This design comes from an exercise in tuning for small area and a short achievable clock period on the open sky130 flow, not from production work.
The RTL was checked by simulation tests, not by an equivalence proof against the original design.

==> flow/design.v (outline; a module is shown in full before it is edited, if it fits) <==
// module TRN_RMS: 456 lines
module TRN_RMS(
    input wire clk,
    input wire reset,
    input wire [19:0] data_in,
    output wire rms_tlast,
    output wire [39:0] result
);
  // ...
==> flow/flow/run.sh <==
#!/bin/bash
# Layout flow: the standard ORFS flow (standard.sh), with two changes:
#  - after the standard synthesis, the logic between the sample registers and
#    the squarer's carry-save registers (sq_s, sq_c) is replaced by the
#    hand-mapped tree in flow/tree.txt (flow/patch.py); registers are untouched;
#  - repair aims at a tighter setup margin, may resize across cell footprints,
#    and ports get buf_2 buffers.
set -euo pipefail
MARGIN=${MARGIN:-5.3}
R=$PWD/orfs/results/sky130hd/TRN_RMS/base
python3 - "$MARGIN" <<'PY'
import re, sys
s = open("standard.sh").read()
s2 = re.sub(r'SETUP_SLACK_MARGIN=\S+', 'SETUP_SLACK_MARGIN=' + sys.argv[1], s)
s2 = s2.replace('"${@:-finish}"', 'MATCH_CELL_FOOTPRINT=0 "${@:-finish}"')
assert s2.count('MATCH_CELL_FOOTPRINT=0') == 1 and 'SETUP_SLACK_MARGIN=' + sys.argv[1] in s2
open("my_standard.sh", "w").write(s2)
PY
export BUFFER_PORTS_ARGS="-buffer_cell sky130_fd_sc_hd__buf_2"
bash my_standard.sh "$R/1_2_yosys.v" > synth.log 2>&1
cp "$R/1_2_yosys.v" "$R/1_2_yosys_standard.v"
python3 flow/patch.py "$R/1_2_yosys_standard.v" flow/tree.txt "$R/1_2_yosys.v" > patch.log 2>&1
bash my_standard.sh > layout.log 2>&1
==> flow/flow/patch.py <==
#!/usr/bin/env python3
"""Replace the synthesized logic that feeds the registers named in a tree
file with the cells the tree file lists.  Registers are untouched.

usage: patch.py netlist.v tree.txt out.v
"""
import re, sys

src, treef, dst = sys.argv[1:4]
text = open(src).read()

cell_re = re.compile(r'^(\s*)(sky130_fd_sc_hd__\w+)\s+(\\\S+\s|\S+)\s*\((.*?)\);\n', re.S | re.M)
pin_re = re.compile(r'\.(\w+)\(\s*(\\\S+\s|[^()\s]+)\s*\)')
OUTPINS = {"X", "Y", "Q", "Q_N", "SUM", "COUT", "HI", "LO"}

cells = []
for m in cell_re.finditer(text):
    typ, inst, body = m.group(2), m.group(3).strip(), m.group(4)
    pins = {p: n.strip() for p, n in pin_re.findall(body)}
    cells.append({"typ": typ, "inst": inst, "pins": pins, "span": m.span()})

def is_ff(c):
    return "__df" in c["typ"]

drv, loads = {}, {}
for i, c in enumerate(cells):
    for p, n in c["pins"].items():
        if p in OUTPINS:
            assert n not in drv, "two drivers on " + n
            drv[n] = i
        else:
            loads.setdefault(n, []).append(i)

regs = {}
for i, c in enumerate(cells):
    if is_ff(c):
        name = re.sub(r'\$_.*$', '', c["inst"].lstrip("\\"))
        regs[name] = i

tree_cells, outs = [], []
for line in open(treef):
    f = line.split()
    if not f or f[0].startswith("#"):
        continue
    if f[0] == "CELL":
        tree_cells.append((f[1], f[2], dict(kv.split("=", 1) for kv in f[3:])))
    elif f[0] == "OUT":
        outs.append((f[1], f[2]))

def qnet(r):
    return cells[regs[r]]["pins"]["Q"]

rename = {}
roots = []
for r, net in outs:
    if r not in regs:
        sys.exit("patch: register %s not in netlist" % r)
    d = cells[regs[r]]["pins"]["D"]
    if net.startswith("reg:"):
        if d != qnet(net[4:]):
            sys.exit("patch: %s is not fed straight from %s" % (r, net[4:]))
        continue
    rename[net] = d
    roots.append(d)

# fan-in cone of the roots, up to registers and ports
cone = set()
stack = list(roots)
seen = set()
while stack:
    n = stack.pop()
    if n in seen:
        continue
    seen.add(n)
    i = drv.get(n)
    if i is None or is_ff(cells[i]):
        continue
    cone.add(i)
    for p, m in cells[i]["pins"].items():
        if p not in OUTPINS:
            stack.append(m)
# keep cone cells whose outputs are used outside the cone
rootset = set(roots)
changed = True
while changed:
    changed = False
    for i in list(cone):
        for p, n in cells[i]["pins"].items():
            if p in OUTPINS:
                users = loads.get(n, [])
                ext = [u for u in users if u not in cone and not (is_ff(cells[u]) and cells[u]["pins"].get("D") == n and n in rootset)]
                port = re.match(r'^(result|rms_tlast)\b', n) is not None
                if ext or port:
                    cone.discard(i)
                    changed = True
                    break
# anything still in the cone that feeds a kept cell must stay too
changed = True
while changed:
    changed = False
    for i in list(cone):
        for p, n in cells[i]["pins"].items():
            if p in OUTPINS and any(u not in cone and not is_ff(cells[u]) for u in loads.get(n, [])):
                cone.discard(i)
                changed = True

# nets the new cells use
def net_of(n):
    if n.startswith("reg:"):
        return qnet(n[4:])
    return rename.get(n, "tn_" + n)

for i in cone:
    for p, n in cells[i]["pins"].items():
        if p in OUTPINS and n in rootset:
            pass
new_wires = set()
out = []
for typ, inst, pins in tree_cells:
    conn = []
    for p, n in pins.items():
        m = net_of(n)
        if m.startswith("tn_"):
            new_wires.add(m)
        conn.append("    .%s(%s)" % (p, m + " " if m.startswith("\\") else m))
    out.append("  %s %s (\n%s\n  );\n" % (typ, inst, ",\n".join(conn)))

# every root must now be driven by exactly one new cell
driven = {}
for typ, inst, pins in tree_cells:
    for p, n in pins.items():
        if p in OUTPINS:
            driven[net_of(n)] = driven.get(net_of(n), 0) + 1
for r in roots:
    if driven.get(r) != 1:
        sys.exit("patch: root %s driven %s times" % (r, driven.get(r)))
    i = drv.get(r)
    if i is not None and i not in cone:
        sys.exit("patch: root %s still driven by kept cell %s" % (r, cells[i]["inst"]))

pieces, last = [], 0
for i in sorted(cone, key=lambda i: cells[i]["span"][0]):
    a, b = cells[i]["span"]
    pieces.append(text[last:a])
    last = b
pieces.append(text[last:])
body = "".join(pieces)
decl = "".join("  wire %s;\n" % w for w in sorted(new_wires))
k = body.rindex("endmodule")
body = body[:k] + decl + "".join(out) + body[k:]
open(dst, "w").write(body)
sys.stderr.write("patch: removed %d cells, added %d cells\n" % (len(cone), len(tree_cells)))
==> flow/standard.sh <==
#!/bin/bash
# synth_recipe.tcl (not shown) runs the flow's synth.tcl, then flattens the netlist and writes it again
# the make line also repeats each setting of config.mk as NAME=value (left out here)
make -C /OpenROAD-flow-scripts/flow DESIGN_CONFIG=/design/flow/config.mk WORK_HOME=/design/flow/orfs CLKGATE_MAP_FILE= SYNTH_SCRIPT=/design/flow/synth_recipe.tcl "${@:-finish}"
==> flow/config.mk <==
export PLATFORM = sky130hd
export DESIGN_NAME = TRN_RMS
export DESIGN_NICKNAME = TRN_RMS
export VERILOG_FILES = /design/flow/design.v
export SDC_FILE = /design/flow/constraint.sdc
export NUM_CORES = 4
export LEC_CHECK = 0
export CAP_MARGIN = 20
export CORE_MARGIN = 2
export CORE_UTILIZATION = 40
export SETUP_SLACK_MARGIN = 5
export SLEW_MARGIN = 20
export TNS_END_PERCENT = 100
==> flow/constraint.sdc <==
create_clock -name core_clock -period 8.0 [get_ports {clk}]
set_input_delay 1.6000 -clock core_clock [delete_from_list [all_inputs] [get_ports {clk}]]
set_output_delay 1.6000 -clock core_clock [all_outputs]
set_load 0.01 [all_outputs]
Not shown: flow/flow/tree.txt
==> impl_metrics.py, run 1 <==
metrics = {
    "route": {
        "via_density_per_instance": 5.095,
        "drt-initial-drc-count": 462,
        "detailroute.via_count": 7357,
    },
    "cells_and_area": {
        "n_fill_cell": 2281,
        "seqCellArea_mm2": 0.003083,
        "signal_buffer_area_fraction": 0.09201,
        "top_regs": "acc (45), sq_s (37), sq_c (35)",
        "clockBufferCount": 20,
        "top_register": "acc",
        "finish.utilization": 0.5176,
        "layout_commonest_cell": "sky130_fd_sc_hd__nor2_1",
        "finish.net_count": 1368,
        "multi_input_comb_cells": 739,
        "stdcell_count": 1444,
    },
    "clock_network": {
        "cts-buffers-inserted": 17,
        "cts_post_setup_buffers_inserted": 69,
        "clk_pin_slew_worst_paths_ns": 0.06,
        "worst_skew_pair.late_latency_ns": 0.44,
    },
    "worst_setup_path": {
        "slowest_stage": "sky130_fd_sc_hd__fa_1",
        "cp.buffers_inverters": 0,
        "timing.critical_path.from": "sq_c[14]$_DFF_P_",
        "crit_type": "reg2reg",
        "worst_stage_delay_on_the_critical_path_ns": 0.52,
        "worst_r2r_path_depth": 11,
    },
    "flow_run": {
        "max-cap-violations": 0,
    },
    "global_routing": {
        "grt_first_pass_wirelength_mm": 40.74,
    },
    "floorplanning": {
        "design.core.area_mm2": 0.02598,
        "die_w_um": 166.5,
    },
    "timing": {
        "timing.setup.tns_ns": 0,
        "final_worst_hold_slack_ns": 0.3406,
        "max-slew-margin-rel": 0.3277,
        "clock.fmax_ghz": 0.3242,
        "finalWorstPathRequiredPeriod_ns": 3.084,
        "report.final.setup_viol": 0,
        "finalHoldViolations": 0,
    },
    "placed_design": {
        "place_ws_ns": 4.772,
    },
    "run_status": {
        "run_status": "no timing/DRC/antenna violations",
    },
}
==> run 2, diff against run 1 <==
--- a/flow/flow/run.sh
+++ b/flow/flow/run.sh
@@ -7,5 +7,5 @@
 #    and ports get buf_2 buffers.
 set -euo pipefail
-MARGIN=${MARGIN:-5.3}
+MARGIN=${MARGIN:-5.0}
 R=$PWD/orfs/results/sky130hd/TRN_RMS/base
 python3 - "$MARGIN" <<'PY'
==> impl_metrics.py, run 2 <==
metrics = {
    "placed_design": {
        "post_place_cell_area_mm2": 0.01099,
        "gp_routability_congestion": 0.8072,
        "quantity_of_i_o_buffers_inserted_on_ports": 60,
        "detailed_place_hpwl_mm": 16.89,
    },
    "route": {
        "via_density_per_instance": 5.154,
        "remaining_drc_errors": 0,
        "drt_first_pass_iters": 7,
        "drt-initial-drc-count": 512,
        "detail_route.wl_per_cell_um": 17.44,
        "wirelength_mm": 24.73,
        "route.antenna.remaining_nets": 0,
        "detailroute.via_count": 7309,
    },
    "cells_and_area": {
        "area_growth_pct": 21.26,
        "mostFrequentLayoutCells": "sky130_fd_sc_hd__nor2_1 (219), sky130_fd_sc_hd__fa_1 (161), sky130_fd_sc_hd__dfxtp_1 (111)",
        "antenna_cells_inserted": 0,
        "n_fill_cell": 2329,
        "seqCellArea_mm2": 0.003078,
        "top_regs": "acc (45), sq_s (37), sq_c (35)",
        "finish.net_count": 1341,
        "fraction_of_layout_instances_using_a_drive_strength_above_1": 0.2678,
        "multi_input_combinational_cell_area_mm2": 0.007569,
        "finish.instance_area_mm2": 0.01280,
        "top_register": "acc",
        "largest_register_ffs": 45,
        "layout_commonest_cell": "sky130_fd_sc_hd__nor2_1",
    },
    "timing": {
        "layout_worst_path_cycle_share": 0.3836,
        "finalClockSkew_ns": 0.01676,
        "finalHoldViolations": 0,
        "tightest_slew_ns": 0.5928,
        "report.final.setup_viol": 0,
        "clock.fmax_ghz": 0.3258,
        "max-slew-margin-rel": 0.6048,
        "finalWorstPathRequiredPeriod_ns": 3.069,
        "rsz0062_at_grt": "yes",
        "final_worst_hold_slack_ns": 0.3434,
        "final_max_slew_viol_count": 0,
        "timing.setup.tns_ns": 0,
    },
    "hold_path": {
        "worstHoldPathCells": 0,
        "timing.hold.worst.class": "reg2reg",
    },
    "floorplanning": {
        "die_height_um": 166.5,
        "top_level_ports": 63,
        "start_util": 0.4062,
        "design.core.area_mm2": 0.02598,
        "die_w_um": 166.5,
        "rows": 59,
        "die_area_mm2": 0.02771,
    },
    "worst_setup_path": {
        "slowest_stage": "sky130_fd_sc_hd__fa_1",
        "worst_stage_delay_on_the_critical_path_ns": 0.52,
        "worstPathRequired_ns": 8.32,
        "crit_type": "reg2reg",
        "end_kind": "flop",
        "worst_path_maximum_fanout": 3,
        "data_arrival_time_of_the_critical_path_ns": 3.39,
        "timing.critical_path.cells": "fa_1, ha_4, nand2_2, or3_4, nor2_4, a31oi_2, buf_4, a21oi_4, a32oi_4, o221ai_4, nand3_2, mux2_4",
        "worst_r2r_path_depth": 12,
        "critPathLaunchType": "flop",
        "reg2reg_slack_ns": 4.93,
    },
    "clock_network": {
        "worst_skew_pair.late_latency_ns": 0.43,
        "clk_pin_slew_worst_paths_ns": 0.07,
        "ctsHoldBuffers": 0,
        "clockRootBuffer": "sky130_fd_sc_hd__clkbuf_16",
        "cts-htree-levels": 4,
        "cts_max_path_buffers": 2,
        "tritoncts_clock_tree": "yes",
        "cts-buffers-inserted": 17,
        "clock-sinks": 146,
    },
    "logic_synthesis": {
        "netlist_area_mm2": 0.01056,
        "yosys_warnings": 1,
        "postSynthAreaPerCell_um2": 10.95,
        "postSynthCellCount": 964,
    },
    "global_routing": {
        "global_router_s_overall_resource_usage": 0.1815,
        "grt_remaining_overflow": 0,
        "grt_antenna_before_repair": 0,
        "grt_first_pass_wirelength_mm": 39.85,
        "first_global_vias": 7627,
        "maximum_number_of_pins_on_one_net_before_global_route_repair": 47,
    },
    "run_status": {
        "run_status": "no timing/DRC/antenna violations",
    },
    "flow_run": {
        "max-cap-violations": 0,
    },
}
## run 2: path summary, 6_finish.rpt
check / from / end
worst max-delay path: acc[17]$_SDFF_PN0_ / acc[41]$_SDFF_PN0_
min in group asynchronous: reset / v[18]$_DFF_PP0_
max in group asynchronous: reset / v[4]$_DFF_PP0_
worst min-delay path: xb0$_DFF_PP0_ / sq_s[0]$_DFF_P_
worst max register to register: acc[17]$_SDFF_PN0_ / acc[41]$_SDFF_PN0_
worst min register to register: xb0$_DFF_PP0_ / sq_s[0]$_DFF_P_
## run 2: final cells by class
type / instances / area share
Multi-Input combinational cell: 738 / 0.5912
Sequential cell: 146 / 0.2404
Timing Repair Buffer: 134 / 0.07252
Clock buffer: 20 / 0.03744
Tap cell: 335 / 0.03274
Inverter: 32 / 0.01505
Clock inverter: 12 / 0.01017
Timing Repair inverter: 1 / 0.0003910
## run 2: per-stage QoR
stage / cells / setup WS, ns / util
5_1_grt: 1418 / 4.811 / 0.4926
6_report: 1418 / 4.931 / 0.4926
4_1_cts: 1398 / 4.935 / 0.4740
2_1_floorplan: 965 / 5.013 / -
3_5_place_dp: 1313 / 4.662 / 0.4229
3_3_place_gp: 1312 / 4.724 / 0.4218
## run 2: worst max-delay path: cells and delay by family (launching register included)
family	cells	cell delay [ns]
AOI/OAI and AO/OA	4	0.67
adders and majority gates	2	0.82
buffers and inverters	1	0.16
DFF	1	0.33
muxes	1	0.30
and+or+nand+nor	4	0.68
## run 2: metal layers
layer,GRT usage,share of wire,up-vias
li1,-,-,3340
met1,0.2584,0.46,3713
met2,0.2801,0.47,215
met3,0.04087,0.056,41
met4,0.05060,0.018,0
met5,0,0,-
## run 2: repair_timing
action,4_1_cts,5_1_grt
resized for setup,88,88
cloned,0,1
pin swaps,43,54
buffers inserted,53,19
setup endpoints to repair,32,41

-- afterwards: timing with drivers on the ports --
How much do the figures lean on ideal ports? The routed layouts below were timed once more, with nothing changed but the port constraints. Step 1, drivers: a clkbuf_16 drives clk and a buf_2 each remaining input, both assumed. Step 2 moves the port delays by t, midway between the first and last clock arrival at a register: inputs arrive t later, outputs are due t later. That takes back most of the time a late clock gives input paths. Slacks: no drivers / after step 1 / after step 2; pairs: no drivers / after step 1.
| run | t, ns | setup slack, ns | pins driven straight from the clock port |
|---|---|---|---|
| run 1 | 0.472 | 4.916 / 4.916 / 4.916 | 1 |
| run 2 | 0.469 | 4.931 / 4.931 / 4.931 | 1 |
After both steps setup and hold are still met in every run listed.
